From an optimization exercise on the open Yosys and OpenROAD flow, aimed at small area, a short achievable clock period and few clock cycles per item; shortcuts taken in it are not production practice. Only simulation tests tie the RTL to the original design; equivalence was not proved.

the reference run:
## aiGo
module aiGo(reset,clk,humanIn,enable,AIOut,finish,x,y);
input wire clk,enable;
input wire reset;
input wire [224:0] humanIn;
output wire [224:0] AIOut;
output wire finish;
output reg [3:0] x,y;
reg [224:0] AI;
reg fin, fin_o, firstIn;    
reg [4:0] ph;             
reg [4:0] wc;             
assign AIOut = AI;
assign finish = fin_o;
reg [134:0] Wh, Wa;       
reg [8:0] Wv;             
reg [14:0] nh, na;
integer k;
always @* begin
  nh = 15'd0; na = 15'd0;
  for (k = 5; k < 15; k = k + 1)
    if (ph + 5'd4 == k) begin
      nh = humanIn[k*15 +: 15];
      na = AI[k*15 +: 15];
    end
end
wire nv = (ph <= 5'd10);
reg [3:0] krow;
wire [134:0] E;
genvar gj;
generate for (gj = 0; gj < 135; gj = gj + 1) begin : gE
  assign E[gj] = ~Wh[gj] & ~Wa[gj] & Wv[gj/15];
end endgenerate
wire [2:0] fAa0, fHa0;
judgeChessForm jAa0(.o({Wa[64], Wa[63], Wa[62], Wa[61], 1'b0, 1'b0, 1'b0, 1'b0}), .e({E[64], E[63], E[62], E[61], 1'b0, 1'b0, 1'b0, 1'b0}), .t(fAa0));
judgeChessForm jHa0(.o({Wh[64], Wh[63], Wh[62], Wh[61], 1'b0, 1'b0, 1'b0, 1'b0}), .e({E[64], E[63], E[62], E[61], 1'b0, 1'b0, 1'b0, 1'b0}), .t(fHa0));
wire [2:0] fAb0, fHb0;
  ...
Size: roughly 22000 cells after synthesis.
export LEC_CHECK = 0
export CAP_MARGIN = 20
export CORE_MARGIN = 2
export CORE_UTILIZATION = 45
export PLACE_DENSITY = 0.6
export SLEW_MARGIN = 20
create_clock -name core_clock -period 14.0 [get_ports {clk}]
standard.sh (not shown) runs the stock make flow with config.mk's settings and CLKGATE_MAP_FILE= SYNTH_SCRIPT=/design/flow/synth_recipe.tcl, a recipe that flattens the netlist after the stock synthesis.
==> flow/flow/run.sh <==
#!/bin/bash
# Layout flow: the standard ORFS flow (standard.sh) with two changes.
#  1. Synthesis is the standard flow's synthesis script unchanged, except that Yosys's final
#     technology mapping call (abc) uses flow/abc.script, an area-oriented ABC
#     script, in place of ORFS's. Registers are untouched: abc maps only the
#     combinational logic, after dfflibmap. ADDER_MAP_FILE is left empty, so
#     adders stay plain gates for ABC instead of being extracted into adder cells.
#  2. Timing repair (repair_timing, in floorplan, CTS and global routing) aims
#     for SETUP_SLACK_MARGIN ns of setup slack at the design's clock period.
# The SDC, the clock period and every other setting are the standard flow's.
# Each tool's full output: orfs/logs/... (per ORFS step) and flow_make.log here.
set -euo pipefail
W=$(pwd)
MARGIN=$(cat "$W/flow/margin.txt")
{
  echo 'proc abc {args} {'
  echo '  set i [lsearch -exact $args -script]'
  echo "  if {\$i >= 0} { lset args [expr {\$i + 1}] {$W/flow/abc.script} }"
  echo '  yosys abc {*}$args'
  echo '}'
  cat "$W/synth_recipe.tcl"
} > "$W/flow_synth.tcl"
bash "$W/standard.sh" SYNTH_SCRIPT="$W/flow_synth.tcl" ADDER_MAP_FILE= SETUP_SLACK_MARGIN="$MARGIN" finish > "$W/flow_make.log" 2>&1
==> flow/flow/abc.script <==
strash
dch -f
amap
topo
==> flow/flow/margin.txt <==
8.0
The reference run finished every stage; the final checks, however, were not passed, the failures being capacitance limit, slew limit.
Testbench counts of the reference run, summed over its fixed seeds: cycles 27,392, moves 1,472.
diff inputs: the reference run => the trial run
Settings: swapping 0.6 for 0.5 in PLACE_DENSITY; putting ABC_CLOCK_PERIOD_IN_PS at 4500 where nothing was set; swapping 45 for 35 in CORE_UTILIZATION.
==> flow/flow/abc.script <==
strash
dch -f
amap
topo
stime -c
buffer -c
upsize -c
dnsize -c
stime -c
In the reports for the trial run and the reference run, the larger setup fix buffers added after clock tree synthesis belongs to the reference run.
Going from the reference run to the trial run, placeable core area grew by about 33%, number of multi-input combinational cells in the layout held steady, total placed instance area grew by about 2%, total die area grew by 94000 um2.
Diff the trial run and the reference run: compound-gate portion of the synthesized area lower in the trial run
Worst-case setup margin in the final layout came out higher on the trial run than on the reference run.
| net count of the finished layout | the reference run vs the trial run | ≈ equal |
The sole clean run among the trial run and the reference run is the trial run.
No crash in the reference run: every stage finished, but the layout fails its final checks due to capacitance limit, slew limit.
Against the reference run, the trial run comes in 0.61 points lower on post-synthesis simple-gate area fraction.

Setup of v6:
Starting RTL as in the previous note.
Design aiGo, start of the top module:
module aiGo(reset,clk,humanIn,enable,AIOut,finish,x,y);
input wire clk,enable;
input wire reset;
input wire [224:0] humanIn;
output wire [224:0] AIOut;
output wire finish;
output reg [3:0] x,y;
reg [224:0] AI;
reg fin, fin_o, firstIn;    
reg [4:0] ph;             
reg [4:0] wc;             
assign AIOut = AI;
assign finish = fin_o;
reg [134:0] Wh, Wa;       
reg [8:0] Wv;             
reg [14:0] nh, na;
integer k;
always @* begin
  nh = 15'd0; na = 15'd0;
  for (k = 5; k < 15; k = k + 1)
    if (ph + 5'd4 == k) begin
      nh = humanIn[k*15 +: 15];
      na = AI[k*15 +: 15];
    end
end
wire nv = (ph <= 5'd10);
reg [3:0] krow;
wire [134:0] E;
genvar gj;
generate for (gj = 0; gj < 135; gj = gj + 1) begin : gE
  assign E[gj] = ~Wh[gj] & ~Wa[gj] & Wv[gj/15];
end endgenerate
wire [2:0] fAa0, fHa0;
judgeChessForm jAa0(.o({Wa[64], Wa[63], Wa[62], Wa[61], 1'b0, 1'b0, 1'b0, 1'b0}), .e({E[64], E[63], E[62], E[61], 1'b0, 1'b0, 1'b0, 1'b0}), .t(fAa0));
judgeChessForm jHa0(.o({Wh[64], Wh[63], Wh[62], Wh[61], 1'b0, 1'b0, 1'b0, 1'b0}), .e({E[64], E[63], E[62], E[61], 1'b0, 1'b0, 1'b0, 1'b0}), .t(fHa0));
wire [2:0] fAb0, fHb0;
judgeChessForm jAb0(.o({Wa[120], Wa[105], Wa[90], Wa[75], Wa[45], Wa[30], Wa[15], Wa[0]}), .e({E[120], E[105], E[90], E[75], E[45], E[30], E[15], E[0]}), .t(fAb0));
judgeChessForm jHb0(.o({Wh[120], Wh[105], Wh[90], Wh[75], Wh[45], Wh[30], Wh[15], Wh[0]}), .e({E[120], E[105], E[90], E[75], E[45], E[30], E[15], E[0]}), .t(fHb0));
wire [2:0] fAc0, fHc0;
judgeChessForm jAc0(.o({Wa[124], Wa[108], Wa[92], Wa[76], 1'b0, 1'b0, 1'b0, 1'b0}), .e({E[124], E[108], E[92], E[76], 1'b0, 1'b0, 1'b0, 1'b0}), .t(fAc0));
judgeChessForm jHc0(.o({Wh[124], Wh[108], Wh[92], Wh[76], 1'b0, 1'b0, 1'b0, 1'b0}), .e({E[124], E[108], E[92], E[76], 1'b0, 1'b0, 1'b0, 1'b0}), .t(fHc0));
wire [2:0] fAd0, fHd0;
  ...
==> flow/config.mk <==
export PLATFORM = sky130hd
export DESIGN_NAME = aiGo
export DESIGN_NICKNAME = aiGo
export VERILOG_FILES = /design/flow/design.v
export SDC_FILE = /design/flow/constraint.sdc
export NUM_CORES = 4
export LEC_CHECK = 0
export ABC_CLOCK_PERIOD_IN_PS = 3500
export CAP_MARGIN = 35
export CORE_MARGIN = 2
export CORE_UTILIZATION = 35
export PLACE_DENSITY = 0.5
export SLEW_MARGIN = 35
==> flow/constraint.sdc <==
create_clock -name core_clock -period 14.0 [get_ports {clk}]
set_input_delay 2.8000 -clock core_clock [delete_from_list [all_inputs] [get_ports {clk}]]
set_output_delay 2.8000 -clock core_clock [all_outputs]
set_load 0.01 [all_outputs]
==> flow/flow/abc.script <==
strash
dch -f
amap
topo
stime -c
buffer -c
upsize -c
dnsize -c
stime -c
==> flow/flow/margin.txt <==
8.3
Scripts as last shown in full above: flow/flow/run.sh
The flow did not stop early for v6: all stages ran, and the layout cleared the timing, DRC and antenna checks.
Testbench counts of v6, summed over its fixed seeds: cycles 27,392, moves 1,472.
diff inputs: v6 => v7
- clearing ABC_CLOCK_PERIOD_IN_PS, which used to be 3500
==> flow/flow/abc.script <==
strash
dch -f
amap
topo
==> flow/flow/margin.txt <==
8.0
Findings:
- On tapcell count, the higher figure sits with v6, not v7.
- Of v7 and v6, it is v7 that has the lower number of standard cells in the layout, taps in and fillers out.
- sky130_fd_sc_hd__nor3_2 as the critical-path cell with the highest stage delay was reported by v7, and sky130_fd_sc_hd__nand3_2 by v6.
- v7 vs. v6: sequential share of cell area saw little to no change; number of buffers and inverters on the critical path went up; final standard cell area without fillers neither gained nor lost much.
- v6 has a lower via count than v7.
- v7 vs v6: first-iteration DRC count up slightly
- Area after synthesis improves in v7 relative to v6.
- The worst hold slack reported for v7 is smaller than that of v6 by 8.6 ps.

separate check: timing with driven ports:
How much do the figures lean on ideal ports? The routed layouts below were timed once more, with nothing changed but the port constraints. Step 1 (the two cells are an assumption about what drives the block):
set clk [get_ports {clk}]
set_driving_cell -lib_cell sky130_fd_sc_hd__clkbuf_16 $clk
set_driving_cell -lib_cell sky130_fd_sc_hd__buf_2 [delete_from_list [all_inputs] $clk]
Step 2 also shifts input and output timing later by t, the mid clock arrival at the registers, as if the neighbouring blocks saw the same clock. a / b / c = no drivers / after step 1 / after step 2; a / b = the first two.
run	t, ns	slack for setup (ns)	worst setup path after step 2
the reference run	1.031	7.516 / 7.516 / 7.340	input to register
the trial run	1.067	8.059 / 8.059 / 7.528	input to register
v6	1.083	8.323 / 8.323 / 7.873	input to register
v7	1.034	7.719 / 7.719 / 7.719	register to register
The setup slack of the trial run, which loses most, moves by 0.000 ns with the drivers and by -0.531 ns with both steps.
